Context: an optimization exercise on an open-source flow, tuned for small area. The choices shown serve that exercise and are no tape-out recipe.
At most, simulation tests tie the RTL to the original design; equivalence was not proved.
Power and IR drop assume default switching activity.

==> run H: inputs <==
Design Tradeoff_52bits, start of the top module:
module Tradeoff_52bits(clk, rst_n, W, found, N);
input clk, rst_n;
input [68:0] W;
output found;
output reg [52:0] N;
localparam [16:0] A = 17'd50861;
localparam [1:0] P1 = 2'd0, SRCH = 2'd1, BRW = 2'd2, HENS = 2'd3;
reg [1:0] ph;
reg [6:0] cnt;           
reg [2:0] kk;            
reg sc;                  
reg cyc;                 
reg sgn;                 
reg [15:0] V;            
reg [6:0] bc, bb;        
reg bsc, bsh;            
wire p1 = (ph == P1);
wire [1:0] car = {sc, cyc};   
wire srch = (ph == SRCH);
wire brw = (ph == BRW);
wire hens = (ph == HENS);
assign found = hens & (cnt == 7'd53);
wire [4:0] sub = {kk, sc, cyc};
reg [6:0] cnt1;
reg [4:0] sub1;
reg icy;
integer ii;
always @(*) begin
    icy = 1'b1;
    for (ii = 0; ii < 7; ii = ii + 1) begin
        cnt1[ii] = cnt[ii] ^ icy;
        icy = icy & cnt[ii];
    end
    icy = 1'b1;
    for (ii = 0; ii < 5; ii = ii + 1) begin
        sub1[ii] = sub[ii] ^ icy;
        icy = icy & sub[ii];
    end
end
wire wi = W[cnt];
wire [6:0] t = ~cnt;
wire valid = ~(bc[6] & bc[5]);
wire dc = (cnt == bc);
wire db = valid & (cnt == bb);
wire dp = (dc & bsc) | (db & bsh);       
wire dm = (dc & ~bsc) | (db & ~bsh);     
wire d2 = dc & db;                       
wire kgt = (kk[2] & ~t[6]) | (~(kk[2] ^ t[6]) & ((kk[1] & ~t[5]) | (~(kk[1] ^ t[5]) & kk[0] & ~t[4])));
wire is_dbl = (t[6] & t[2]) | kgt;
wire dbl = srch & is_dbl & (t != 7'd0);
  ...
Settings: LEC_CHECK=0, CAP_MARGIN=20, CORE_MARGIN=2, CORE_UTILIZATION=30, CTS_BUF_LIST=sky130_fd_sc_hd__clkbuf_8, SLEW_MARGIN=20; clock period 110.0 ns.
standard.sh (not shown) runs the stock make flow with config.mk's settings and CLKGATE_MAP_FILE= SYNTH_SCRIPT=/design/flow/synth_recipe.tcl, a recipe that flattens the netlist after the stock synthesis.
==> flow/flow/run.sh <==
#!/bin/bash
# The standard layout, with two changes:
#  - synthesis maps the logic with an area-oriented ABC script (flow/abc.script)
#    instead of ORFS's delay-oriented one; everything else in synthesis is the
#    standard synth_recipe.tcl, so the registers are the standard ones;
#  - the port buffers use the smallest buffer cell.
set -euo pipefail
cp -r "$FLOW_HOME/scripts" scripts_area
cp flow/abc.script scripts_area/abc_speed.script
cp flow/abc.script scripts_area/abc_area.script
SCRIPTS_DIR="$PWD/scripts_area" bash standard.sh synth > synth.log 2>&1
export BUFFER_PORTS_ARGS="-buffer_cell sky130_fd_sc_hd__buf_1"
bash standard.sh > layout.log 2>&1
==> flow/flow/abc.script <==
strash
dc2
&get -n
&dch -f
&nf -R 1000 -F 8 -A 4 -C 32
&put
==> run B (differences from run H) <==
--- a/flow/flow/run.sh
+++ b/flow/flow/run.sh
@@ -1,6 +1,6 @@
 #!/bin/bash
 # The standard layout, with two changes:
-#  - synthesis maps the logic with an area-oriented ABC script (flow/abc.script)
+#  - synthesis maps the logic with an area-oriented ABC script (flow/abc.script: SAT-based resynthesis, then area-recovering mapping)
 #    instead of ORFS's delay-oriented one; everything else in synthesis is the
 #    standard synth_recipe.tcl, so the registers are the standard ones;
 #  - the port buffers use the smallest buffer cell.
==> flow/flow/abc.script (replaced) <==
strash
&get -n
&deepsyn -J 50
&put
&get -n
&dch -f
&nf -R 1000 -F 8 -A 4 -C 32
&put
- CAP_MARGIN: 20 -> 0
- SLEW_MARGIN: 20 -> 0
==> notes.md <==
metric	run B	run H
Max rail drop VDD	12.8 uV	10.6 uV
Post-Synth Simple-Gate Area	0.140	0.130
Met2 layer usage reported by global route	0.248	0.240
Post-route minimum period	35.76 ns	36.98 ns
Clk network pwr share	0.147	0.129
Average detailed-routed wire length per instance	16.6 um	15.3 um
Ratio of routed vias to standard cells	5.31	4.90
Final clock skew	0.00909 ns	0.0124 ns
Fraction of area in non-clock buffers	0.0732	0.0716
Sequential area share after synthesis	0.410	0.397
Final design instance area without fill	6770 um^2	6970 um^2
DR WL met3	1150 um	940 um
Worst Max-Slew Pin Slew	0.891 ns	0.929 ns
Met1 global-route usage	0.215	0.201
Layout Nets	856	851
Status	timing/DRC/antenna clean	timing/DRC/antenna clean
Proportion of cell area occupied by multi-input gates	0.471	0.487

* * *

==> inputs of v35 <==
==> flow/design.v <==
`timescale 1ns/1ps
module Tradeoff_52bits(clk, rst_n, W, found, N);
input clk, rst_n;
input [68:0] W;
output reg found;
output reg [52:0] N;
localparam [17:0] A = 18'd50861;
localparam [1:0] P1 = 2'd0, SRCH = 2'd1, BRW = 2'd2, HENS = 2'd3;
reg [1:0] ph;
reg [6:0] cnt;           
reg [6:0] cnt1;
reg [4:0] sub1;
wire [4:0] sub = {kk, sc, cyc};
reg [2:0] kk;            
reg sc;                  
reg cyc;                 
reg sgn;                 
reg [16:0] V;            
reg [6:0] bc, bb;        
reg bsc, bsh;            
reg [1:0] car;           
integer ii;
reg icy;
always @(*) begin
    icy = 1'b1;
    for (ii = 0; ii < 7; ii = ii + 1) begin
        cnt1[ii] = cnt[ii] ^ icy;
        icy = icy & cnt[ii];
    end
    icy = 1'b1;
    for (ii = 0; ii < 5; ii = ii + 1) begin
        sub1[ii] = sub[ii] ^ icy;
        icy = icy & sub[ii];
    end
end
wire p1 = (ph == P1);
wire srch = (ph == SRCH);
wire brw = (ph == BRW);
wire hens = (ph == HENS);
wire wi = W[cnt];
wire [6:0] t = ~cnt;
wire valid = ~(bc[6] & bc[5]);
wire dc = (cnt == bc);
wire db = valid & (cnt == bb);
wire [2:0] dlt = (dc ? (bsc ? 3'd1 : 3'd7) : 3'd0) +
                 (db ? (bsh ? 3'd1 : 3'd7) : 3'd0);       
wire kgt = (kk[2] & ~t[6]) | (~(kk[2] ^ t[6]) & ((kk[1] & ~t[5]) | (~(kk[1] ^ t[5]) & kk[0] & ~t[4])));
wire is_dbl = (t[6] & t[2]) | kgt;
wire dbl = srch & is_dbl & (t != 7'd0);
wire chk = srch & ~is_dbl;
wire [2:0] xd = p1 ? {2'b00, wi} : (dlt - {2'b00, wi});
wire [3:0] bt = {3'b000, wi} - {dlt[2], dlt} + {{2{car[1]}}, car};
wire [1:0] carn = bt[2:1];
wire ldr = brw & (cnt == 7'd68);
wire xzero = (p1 & (cnt == 7'd0)) | ldr;
wire [17:0] X = xzero ? 18'd0 : (dbl ? {V[15:0], 2'b00} : {V[16], V});
wire odd = X[0] ^ xd[0];
reg f;
integer fi;
always @(*) begin
    f = 1'b1;                       
    for (fi = 0; fi < 16; fi = fi + 1)
        f = ((16'd25431 >> fi) & 16'd1) ? (V[fi] & f) : (V[fi] | f);
end
reg [17:0] Yc;
always @(*) begin
    case ({kk, sc, cyc, sgn})
        6'b000000: Yc = 18'd211284;   
        6'b000001: Yc = 18'd211284;   
        6'b000010: Yc = 18'd160423;   
        6'b000011: Yc = 18'd1;   
        6'b000100: Yc = 18'd262143;   
        6'b000101: Yc = 18'd262143;   
        6'b000110: Yc = 18'd211282;   
        6'b000111: Yc = 18'd50860;   
        6'b001000: Yc = 18'd234102;   
        6'b001001: Yc = 18'd234102;   
        6'b001010: Yc = 18'd183241;   
        6'b001011: Yc = 18'd22819;   
        6'b001100: Yc = 18'd239325;   
        6'b001101: Yc = 18'd239325;   
        6'b001110: Yc = 18'd188464;   
        6'b001111: Yc = 18'd28042;   
        6'b010000: Yc = 18'd253987;   
        6'b010001: Yc = 18'd253987;   
        6'b010010: Yc = 18'd203126;   
        6'b010011: Yc = 18'd42704;   
        6'b010100: Yc = 18'd219440;   
        6'b010101: Yc = 18'd219440;   
        6'b010110: Yc = 18'd168579;   
        6'b010111: Yc = 18'd8157;   
        6'b011000: Yc = 18'd227960;   
        6'b011001: Yc = 18'd227960;   
        6'b011010: Yc = 18'd177099;   
        6'b011011: Yc = 18'd16677;   
        6'b011100: Yc = 18'd245467;   
        6'b011101: Yc = 18'd245467;   
        6'b011110: Yc = 18'd194606;   
        6'b011111: Yc = 18'd34184;   
        6'b100000: Yc = 18'd221744;   
        6'b100001: Yc = 18'd221744;   
        6'b100010: Yc = 18'd170883;   
        6'b100011: Yc = 18'd10461;   
        6'b100100: Yc = 18'd251683;   
        6'b100101: Yc = 18'd251683;   
        6'b100110: Yc = 18'd200822;   
        6'b100111: Yc = 18'd40400;   
        default: Yc = 18'd0;
    endcase
end
wire [17:0] Yh = {odd ? A[17:3] : {15{xd[2]}}, odd ? (3'd5 + xd) : xd};
wire [17:0] Yl = (carn == 2'b11) ? 18'd282 : (carn == 2'b01) ? 18'd101440 : 18'd0;
wire [17:0] Y = srch ? (dbl ? (f ? 18'd160422 : 18'd0) : Yc) : (ldr ? Yl : Yh);
reg [17:0] S;
reg ac;
integer ai;
always @(*) begin
    ac = 1'b0;
    for (ai = 0; ai < 18; ai = ai + 1) begin
        S[ai] = X[ai] ^ Y[ai] ^ ac;
        ac = (X[ai] & Y[ai]) | (ac & (X[ai] ^ Y[ai]));
    end
end
wire [15:0] lo = S[15:0] & ~{S[14:0], 1'b0};       
wire [3:0] e = {|(lo & 16'hff00), |(lo & 16'hf0f0), |(lo & 16'hcccc), |(lo & 16'haaaa)};
reg any_, mul_;
integer q;
always @(*) begin
    any_ = 1'b0; mul_ = 1'b0;
    for (q = 0; q < 16; q = q + 1) begin
        mul_ = mul_ | (any_ & S[q]);
        any_ = any_ | S[q];
    end
end
wire onehot = ~S[17] & ~S[16] & any_ & ~mul_;
wire negpat = S[17] & S[16] & S[15] & ~(|(S[14:0] & ~S[15:1]));
wire pat = onehot | negpat;
wire [6:0] e7 = {3'b000, e};
reg [6:0] bnew;
reg bcy;
integer bi;
always @(*) begin
    bcy = 1'b0;
    for (bi = 0; bi < 7; bi = bi + 1) begin
        bnew[bi] = t[bi] ^ e7[bi] ^ bcy;
        bcy = (t[bi] & e7[bi]) | (bcy & (t[bi] ^ e7[bi]));
    end
end
wire bok = ~(bnew[6] & (|bnew[5:2]));
reg [2:0] ch;
reg chb;
integer ci;
always @(*) begin
    chb = 1'b0;                     
    for (ci = 0; ci < 3; ci = ci + 1) begin
        ch[ci] = t[ci+4] ^ kk[ci] ^ chb;
        chb = (~t[ci+4] & kk[ci]) | (chb & ~(t[ci+4] ^ kk[ci]));
    end
end
wire [6:0] cnew = {ch, t[3:0]};
reg better;
integer li;
always @(*) begin
    better = ~sc & bsc;             
    for (li = 0; li < 7; li = li + 1)
        better = (~cnew[li] & bc[li]) | (~(cnew[li] ^ bc[li]) & better);
end
wire hit = chk & pat & bok & better;
wire [16:0] Vn = S[17:1];
wire zero = (Vn == 17'd0) | (Vn == A[16:0]);
always @(posedge clk) begin
    N <= {odd, N[52:1]};
    if (p1 | hens | ldr | dbl)
        V <= Vn;
    if (p1) begin
        bc[6:5] <= 2'b11;
        car <= 2'b00;
    end else if (hit) begin
        bc <= cnew; bsc <= sc; bb <= bnew; bsh <= ~S[17];
    end else if (brw)
        car <= carn;
    if (~cyc) sgn <= S[17];
    if (p1 | dbl)
        {kk, sc, cyc} <= 5'd0;
    else if (chk)
        {kk, sc, cyc} <= sub1;
end
always @(posedge clk or negedge rst_n) begin
    if (!rst_n) begin
        ph <= P1; cnt <= 7'd0; found <= 1'b0;
    end else begin
        found <= 1'b0;
        case (ph)
            P1: begin
                if (cnt == 7'd68) begin
                    if (zero) begin ph <= BRW; cnt <= 7'd0; end
                    else begin ph <= SRCH; cnt <= ~7'd69; end
                end else cnt <= cnt1;
            end
            SRCH: begin
                if (is_dbl) begin
                    cnt <= cnt1;
                    if (t == 7'd0) ph <= valid ? BRW : HENS;
                end
            end
            BRW: begin
                if (cnt == 7'd68) begin ph <= HENS; cnt <= 7'd0; end
                else cnt <= cnt1;
            end
            default: begin
                if (cnt == 7'd52) begin ph <= P1; cnt <= 7'd0; found <= 1'b1; end
                else cnt <= cnt1;
            end
        endcase
    end
end
endmodule
==> flow/flow/run.sh <==
#!/bin/bash
cp standard.sh standard_sh_copy.txt
export BUFFER_PORTS_ARGS="-buffer_cell sky130_fd_sc_hd__buf_1"
bash standard.sh > standard_flow.log 2>&1
==> flow/standard.sh <==
#!/bin/bash
# synth_recipe.tcl (not shown) runs the flow's synth.tcl, then flattens the netlist and writes it again
# the make line also repeats each setting of config.mk as NAME=value (left out here)
make -C /OpenROAD-flow-scripts/flow DESIGN_CONFIG=/design/flow/config.mk WORK_HOME=/design/flow/orfs CLKGATE_MAP_FILE= SYNTH_SCRIPT=/design/flow/synth_recipe.tcl "${@:-finish}"
==> flow/config.mk <==
export PLATFORM = sky130hd
export DESIGN_NAME = Tradeoff_52bits
export DESIGN_NICKNAME = Tradeoff_52bits
export VERILOG_FILES = /design/flow/design.v
export SDC_FILE = /design/flow/constraint.sdc
export NUM_CORES = 4
export LEC_CHECK = 0
export CAP_MARGIN = 20
export CORE_MARGIN = 2
export CORE_UTILIZATION = 30
export SLEW_MARGIN = 20
==> flow/constraint.sdc <==
create_clock -name core_clock -period 110.0 [get_ports {clk}]
set_input_delay 22.0000 -clock core_clock [delete_from_list [all_inputs] [get_ports {clk}]]
set_output_delay 22.0000 -clock core_clock [all_outputs]
set_load 0.01 [all_outputs]
==> inputs of v31, as changes to v35 <==
--- a/flow/design.v
+++ b/flow/design.v
@@ -8,9 +8,6 @@
 localparam [1:0] P1 = 2'd0, SRCH = 2'd1, BRW = 2'd2, HENS = 2'd3;
 reg [1:0] ph;
 reg [6:0] cnt;           
-reg [6:0] cnt1;
-reg [4:0] sub1;
-wire [4:0] sub = {kk, sc, cyc};
 reg [2:0] kk;            
 reg sc;                  
 reg cyc;                 
@@ -19,20 +16,6 @@
 reg [6:0] bc, bb;        
 reg bsc, bsh;            
 reg [1:0] car;           
-integer ii;
-reg icy;
-always @(*) begin
-    icy = 1'b1;
-    for (ii = 0; ii < 7; ii = ii + 1) begin
-        cnt1[ii] = cnt[ii] ^ icy;
-        icy = icy & cnt[ii];
-    end
-    icy = 1'b1;
-    for (ii = 0; ii < 5; ii = ii + 1) begin
-        sub1[ii] = sub[ii] ^ icy;
-        icy = icy & sub[ii];
-    end
-end
 wire p1 = (ph == P1);
 wire srch = (ph == SRCH);
 wire brw = (ph == BRW);
@@ -44,8 +27,7 @@
 wire db = valid & (cnt == bb);
 wire [2:0] dlt = (dc ? (bsc ? 3'd1 : 3'd7) : 3'd0) +
                  (db ? (bsh ? 3'd1 : 3'd7) : 3'd0);       
-wire kgt = (kk[2] & ~t[6]) | (~(kk[2] ^ t[6]) & ((kk[1] & ~t[5]) | (~(kk[1] ^ t[5]) & kk[0] & ~t[4])));
-wire is_dbl = (t[6] & t[2]) | kgt;
+wire is_dbl = (t[6] & t[2]) | (kk > t[6:4]);
 wire dbl = srch & is_dbl & (t != 7'd0);
 wire chk = srch & ~is_dbl;
 wire [2:0] xd = p1 ? {2'b00, wi} : (dlt - {2'b00, wi});
@@ -55,13 +37,7 @@
 wire xzero = (p1 & (cnt == 7'd0)) | ldr;
 wire [17:0] X = xzero ? 18'd0 : (dbl ? {V[15:0], 2'b00} : {V[16], V});
 wire odd = X[0] ^ xd[0];
-reg f;
-integer fi;
-always @(*) begin
-    f = 1'b1;                       
-    for (fi = 0; fi < 16; fi = fi + 1)
-        f = ((16'd25431 >> fi) & 16'd1) ? (V[fi] & f) : (V[fi] | f);
-end
+wire f = (V[15:0] >= 16'd25431);
 reg [17:0] Yc;
 always @(*) begin
     case ({kk, sc, cyc, sgn})
@@ -111,16 +87,7 @@
 wire [17:0] Yh = {odd ? A[17:3] : {15{xd[2]}}, odd ? (3'd5 + xd) : xd};
 wire [17:0] Yl = (carn == 2'b11) ? 18'd282 : (carn == 2'b01) ? 18'd101440 : 18'd0;
 wire [17:0] Y = srch ? (dbl ? (f ? 18'd160422 : 18'd0) : Yc) : (ldr ? Yl : Yh);
-reg [17:0] S;
-reg ac;
-integer ai;
-always @(*) begin
-    ac = 1'b0;
-    for (ai = 0; ai < 18; ai = ai + 1) begin
-        S[ai] = X[ai] ^ Y[ai] ^ ac;
-        ac = (X[ai] & Y[ai]) | (ac & (X[ai] ^ Y[ai]));
-    end
-end
+wire [17:0] S = X + Y;
 wire [15:0] lo = S[15:0] & ~{S[14:0], 1'b0};       
 wire [3:0] e = {|(lo & 16'hff00), |(lo & 16'hf0f0), |(lo & 16'hcccc), |(lo & 16'haaaa)};
 reg any_, mul_;
@@ -135,36 +102,10 @@
 wire onehot = ~S[17] & ~S[16] & any_ & ~mul_;
 wire negpat = S[17] & S[16] & S[15] & ~(|(S[14:0] & ~S[15:1]));
 wire pat = onehot | negpat;
-wire [6:0] e7 = {3'b000, e};
-reg [6:0] bnew;
-reg bcy;
-integer bi;
-always @(*) begin
-    bcy = 1'b0;
-    for (bi = 0; bi < 7; bi = bi + 1) begin
-        bnew[bi] = t[bi] ^ e7[bi] ^ bcy;
-        bcy = (t[bi] & e7[bi]) | (bcy & (t[bi] ^ e7[bi]));
-    end
-end
+wire [6:0] bnew = t + {3'd0, e};
 wire bok = ~(bnew[6] & (|bnew[5:2]));
-reg [2:0] ch;
-reg chb;
-integer ci;
-always @(*) begin
-    chb = 1'b0;                     
-    for (ci = 0; ci < 3; ci = ci + 1) begin
-        ch[ci] = t[ci+4] ^ kk[ci] ^ chb;
-        chb = (~t[ci+4] & kk[ci]) | (chb & ~(t[ci+4] ^ kk[ci]));
-    end
-end
-wire [6:0] cnew = {ch, t[3:0]};
-reg better;
-integer li;
-always @(*) begin
-    better = ~sc & bsc;             
-    for (li = 0; li < 7; li = li + 1)
-        better = (~cnew[li] & bc[li]) | (~(cnew[li] ^ bc[li]) & better);
-end
+wire [6:0] cnew = {t[6:4] - kk, t[3:0]};
+wire better = {cnew, sc} < {bc, bsc};
 wire hit = chk & pat & bok & better;
 wire [16:0] Vn = S[17:1];
 wire zero = (Vn == 17'd0) | (Vn == A[16:0]);
@@ -183,7 +124,7 @@
     if (p1 | dbl)
         {kk, sc, cyc} <= 5'd0;
     else if (chk)
-        {kk, sc, cyc} <= sub1;
+        {kk, sc, cyc} <= {kk, sc, cyc} + 5'd1;
 end
 always @(posedge clk or negedge rst_n) begin
     if (!rst_n) begin
@@ -195,21 +136,21 @@
                 if (cnt == 7'd68) begin
                     if (zero) begin ph <= BRW; cnt <= 7'd0; end
                     else begin ph <= SRCH; cnt <= ~7'd69; end
-                end else cnt <= cnt1;
+                end else cnt <= cnt + 7'd1;
             end
             SRCH: begin
                 if (is_dbl) begin
-                    cnt <= cnt1;
+                    cnt <= cnt + 7'd1;
                     if (t == 7'd0) ph <= valid ? BRW : HENS;
                 end
             end
             BRW: begin
                 if (cnt == 7'd68) begin ph <= HENS; cnt <= 7'd0; end
-                else cnt <= cnt1;
+                else cnt <= cnt + 7'd1;
             end
             default: begin
                 if (cnt == 7'd52) begin ph <= P1; cnt <= 7'd0; found <= 1'b1; end
-                else cnt <= cnt1;
+                else cnt <= cnt + 7'd1;
             end
         endcase
     end
==> inputs of v6, as changes to v35 <==
==> flow/design.v (replaced) <==
`timescale 1ns/1ps
module Tradeoff_52bits(clk, rst_n, W, found, N);
input clk, rst_n;
input [68:0] W;
output reg found;
output reg [52:0] N;
localparam [16:0] A = 17'd50861;
localparam [1:0] P1 = 2'd0, SRCH = 2'd1, BRW = 2'd2, HENS = 2'd3;
reg [1:0] ph;
reg [6:0] cnt;           
reg [2:0] kk;            
reg sc;                  
reg cyc;                 
reg sgn;                 
reg [15:0] V;            
reg [6:0] bc, bb;        
reg bsc, bsh;            
reg [1:0] car;           
wire p1 = (ph == P1);
wire srch = (ph == SRCH);
wire brw = (ph == BRW);
wire hens = (ph == HENS);
wire [4:0] sub = {kk, sc, cyc};
reg [6:0] cnt1;
reg [4:0] sub1;
reg icy;
integer ii;
always @(*) begin
    icy = 1'b1;
    for (ii = 0; ii < 7; ii = ii + 1) begin
        cnt1[ii] = cnt[ii] ^ icy;
        icy = icy & cnt[ii];
    end
    icy = 1'b1;
    for (ii = 0; ii < 5; ii = ii + 1) begin
        sub1[ii] = sub[ii] ^ icy;
        icy = icy & sub[ii];
    end
end
wire wi = W[cnt];
wire [6:0] t = ~cnt;
wire valid = ~(bc[6] & bc[5]);
wire dc = (cnt == bc);
wire db = valid & (cnt == bb);
wire [2:0] dlt = (dc ? (bsc ? 3'd1 : 3'd7) : 3'd0) +
                 (db ? (bsh ? 3'd1 : 3'd7) : 3'd0);       
wire kgt = (kk[2] & ~t[6]) | (~(kk[2] ^ t[6]) & ((kk[1] & ~t[5]) | (~(kk[1] ^ t[5]) & kk[0] & ~t[4])));
wire is_dbl = (t[6] & t[2]) | kgt;
wire dbl = srch & is_dbl & (t != 7'd0);
wire chk = srch & ~is_dbl;
wire [3:0] bt = {3'b000, wi} - {dlt[2], dlt} + {{2{car[1]}}, car};
wire [1:0] carn = bt[2:1];
wire ldr = brw & (cnt == 7'd68);
wire h0 = hens & (cnt == 7'd0);
wire [3:0] xd = p1 ? {3'b000, wi} : ({dlt[2], dlt} - {3'b000, wi} + (h0 ? 4'd6 : 4'd3));
wire xzero = (p1 & (cnt == 7'd0)) | ldr;
wire [16:0] X = xzero ? 17'd0 : (dbl ? {V[14:0], 2'b00} : {1'b0, V});
wire odd = X[0] ^ xd[0];
reg f;
integer fi;
always @(*) begin
    f = 1'b1;                       
    for (fi = 0; fi < 16; fi = fi + 1)
        f = ((16'd25431 >> fi) & 16'd1) ? (V[fi] & f) : (V[fi] | f);
end
reg [15:0] Kc;
always @(*) begin
    case (kk)
        3'd0: Kc = 16'd1;
        3'd1: Kc = 16'd22819;
        3'd2: Kc = 16'd42704;
        3'd3: Kc = 16'd16677;
        default: Kc = 16'd10461;
    endcase
end
wire [16:0] T1 = chk ? ({1'b0, Kc} ^ {17{sc}}) :
                 ldr ? ((carn == 2'b11) ? 17'd282 : (carn == 2'b01) ? 17'd130790 : 17'd0) :
                 dbl ? 17'd0 : {13'd0, xd};
wire cin = chk & sc;
wire m1 = chk ? (sc ? cyc : ~cyc) : (p1 | hens) ? odd : 1'b0;
wire m2 = chk ? (~sc & cyc & ~sgn) : dbl ? f : ldr ? (carn == 2'b01) : 1'b0;
wire mneg = chk ? (sc ? ~sgn : 1'b1) : dbl;
wire [16:0] Am = (m1 ? A : 17'd0) | (m2 ? {A[15:0], 1'b0} : 17'd0);
wire [16:0] T2 = mneg ? (17'd0 - Am) : Am;
reg [16:0] S, ps, pc;
reg ac;
integer ai;
always @(*) begin
    for (ai = 0; ai < 17; ai = ai + 1) begin
        ps[ai] = X[ai] ^ T1[ai] ^ T2[ai];
        pc[ai] = (X[ai] & T1[ai]) | (T2[ai] & (X[ai] ^ T1[ai]));
    end
    ac = cin;
    S[0] = ps[0] ^ ac;
    ac = ps[0] & ac;
    for (ai = 1; ai < 17; ai = ai + 1) begin
        S[ai] = ps[ai] ^ pc[ai-1] ^ ac;
        ac = (ps[ai] & pc[ai-1]) | (ac & (ps[ai] ^ pc[ai-1]));
    end
end
wire [15:0] lo = S[15:0] & ~{S[14:0], 1'b0};
wire [3:0] e = {|(lo & 16'hff00), |(lo & 16'hf0f0), |(lo & 16'hcccc), |(lo & 16'haaaa)};
reg any_, mul_;
integer q;
always @(*) begin
    any_ = 1'b0; mul_ = 1'b0;
    for (q = 0; q < 16; q = q + 1) begin
        mul_ = mul_ | (any_ & S[q]);
        any_ = any_ | S[q];
    end
end
wire onehot = ~S[16] & any_ & ~mul_;
wire negpat = S[16] & S[15] & ~(|(S[14:0] & ~S[15:1]));
wire pat = onehot | negpat;
wire [6:0] e7 = {3'b000, e};
reg [6:0] bnew;
reg bcy;
integer bi;
always @(*) begin
    bcy = 1'b0;
    for (bi = 0; bi < 7; bi = bi + 1) begin
        bnew[bi] = t[bi] ^ e7[bi] ^ bcy;
        bcy = (t[bi] & e7[bi]) | (bcy & (t[bi] ^ e7[bi]));
    end
end
wire bok = ~(bnew[6] & (|bnew[5:2]));
reg [2:0] ch;
reg chb;
integer ci;
always @(*) begin
    chb = 1'b0;
    for (ci = 0; ci < 3; ci = ci + 1) begin
        ch[ci] = t[ci+4] ^ kk[ci] ^ chb;
        chb = (~t[ci+4] & kk[ci]) | (chb & ~(t[ci+4] ^ kk[ci]));
    end
end
wire [6:0] cnew = {ch, t[3:0]};
reg better;
integer li;
always @(*) begin
    better = ~sc & bsc;
    for (li = 0; li < 7; li = li + 1)
        better = (~cnew[li] & bc[li]) | (~(cnew[li] ^ bc[li]) & better);
end
wire hit = chk & pat & bok & better;
wire [15:0] Vn = S[16:1];
wire zero = (Vn == 16'd0) | (Vn == A[15:0]);
always @(posedge clk) begin
    N <= {odd, N[52:1]};
    if (p1 | hens | ldr | dbl)
        V <= Vn;
    if (p1) begin
        bc[6:5] <= 2'b11;
        car <= 2'b00;
    end else if (hit) begin
        bc <= cnew; bsc <= sc; bb <= bnew; bsh <= ~S[16];
    end else if (brw)
        car <= carn;
    if (~cyc) sgn <= S[16];
    if (p1 | dbl)
        {kk, sc, cyc} <= 5'd0;
    else if (chk)
        {kk, sc, cyc} <= sub1;
end
always @(posedge clk or negedge rst_n) begin
    if (!rst_n) begin
        ph <= P1; cnt <= 7'd0; found <= 1'b0;
    end else begin
        found <= 1'b0;
        case (ph)
            P1: begin
                if (cnt == 7'd68) begin
                    if (zero) begin ph <= BRW; cnt <= 7'd0; end
                    else begin ph <= SRCH; cnt <= ~7'd69; end
                end else cnt <= cnt1;
            end
            SRCH: begin
                if (is_dbl) begin
                    cnt <= cnt1;
                    if (t == 7'd0) ph <= valid ? BRW : HENS;
                end
            end
            BRW: begin
                if (cnt == 7'd68) begin ph <= HENS; cnt <= 7'd0; end
                else cnt <= cnt1;
            end
            default: begin
                if (cnt == 7'd52) begin ph <= P1; cnt <= 7'd0; found <= 1'b1; end
                else cnt <= cnt1;
            end
        endcase
    end
end
endmodule
==> flow/flow/run.sh (replaced) <==
#!/bin/bash
# The standard layout, with two changes:
#  - synthesis maps the logic with an area-oriented ABC script (flow/abc.script)
#    instead of ORFS's delay-oriented one; everything else in synthesis is the
#    standard synth_recipe.tcl, so the registers are the standard ones;
#  - the port buffers use the smallest buffer cell.
set -euo pipefail
cp -r "$FLOW_HOME/scripts" scripts_area
cp flow/abc.script scripts_area/abc_speed.script
cp flow/abc.script scripts_area/abc_area.script
SCRIPTS_DIR="$PWD/scripts_area" bash standard.sh synth > synth.log 2>&1
export BUFFER_PORTS_ARGS="-buffer_cell sky130_fd_sc_hd__buf_1"
bash standard.sh > layout.log 2>&1
==> flow/flow/abc.script (new file) <==
strash
dc2
&get -n
&dch -f
&nf -R 1000 -F 8 -A 4 -C 32
&put
--- a/flow/config.mk
+++ b/flow/config.mk
@@ -8,4 +8,5 @@
 export CAP_MARGIN = 20
 export CORE_MARGIN = 2
 export CORE_UTILIZATION = 30
+export CTS_BUF_LIST = sky130_fd_sc_hd__clkbuf_8
 export SLEW_MARGIN = 20
==> notes.md <==
|  | v31 | v35 | v6 |
|---|---|---|---|
| Run status | timing/DRC/antenna clean | timing/DRC/antenna clean | timing/DRC/antenna clean |
| Count of multi-input gates | 669 | 574 | 437 |
| Setup crit start | W[59] | W[41] | W[47] |
| Power of the combinational group | 0.0128 mW | 0.00345 mW | 0.120 mW |
| Overall Power | 0.08589 mW | 0.07663 mW | 0.2069 mW |
| Portion of the layout cell area used by non-clock buffers | 0.06477 | 0.06550 | 0.06825 |
| Maximum vdd ir drop | 0.01191 mV | 0.008342 mV | 0.01726 mV |
| Proportion of netlist area held by the largest area contributor | 0.1635 | 0.1775 | 0.1995 |
| Worst hold endpoint | N[2] | N[2] | N[34] |
| Global routing met2 resource utilization | 0.2683 | 0.2517 | 0.2394 |
| Worst skew pair latency | 0.35 ns | 0.36 ns | 0.39 ns |
| Most numerous cell in the Yosys netlist | sky130_fd_sc_hd__nand2_1 | sky130_fd_sc_hd__nand2_1 | sky130_fd_sc_hd__clkinv_1 |
| Sequential power | 0.0414 mW | 0.0407 mW | 0.0626 mW |
| Clock tree sinks | 104 | 104 | 103 |
| Clock Buffer Count | 10 | 11 | 9 |
No run of this note included a check of the RTL's function; only the layout flow was run.

[separate check: timing with driven ports]
How much do the figures lean on ideal ports? The routed layouts below were timed once more, with nothing changed but the port constraints. Step 1, drivers: a clkbuf_16 drives clk and a buf_2 each remaining input, both assumed. Step 2, shift: input delay + t, output delay - t, t = (earliest + latest rising clock arrival at the registers) / 2. This alone moves slack from input paths to output paths. Three values: ideal ports, drivers, drivers and shift; two values: the first two.
| run | t, ns | setup slack, ns | slew at the worst register clock pin (ns) | pins driven straight from the clock port |
|---|---|---|---|---|
| run H | 0.419 | 73.018 / 73.027 / 72.608 | 0.11 / 0.11 | 1 |
| run B | 0.407 | 74.242 / 74.258 / 73.851 | 0.10 / 0.10 | 1 |
| v35 | 0.392 | 74.446 / 74.458 / 74.066 | 0.08 / 0.08 | 1 |
| v31 | 0.389 | 78.306 / 78.327 / 77.939 | 0.08 / 0.08 | 1 |
| v6 | 0.413 | 73.611 / 73.625 / 73.212 | 0.11 / 0.11 | 1 |
After both steps setup and hold are still met in every run listed. For run H, which loses most, drivers alone change the setup slack by +0.009 ns; drivers and shift together by -0.410 ns.
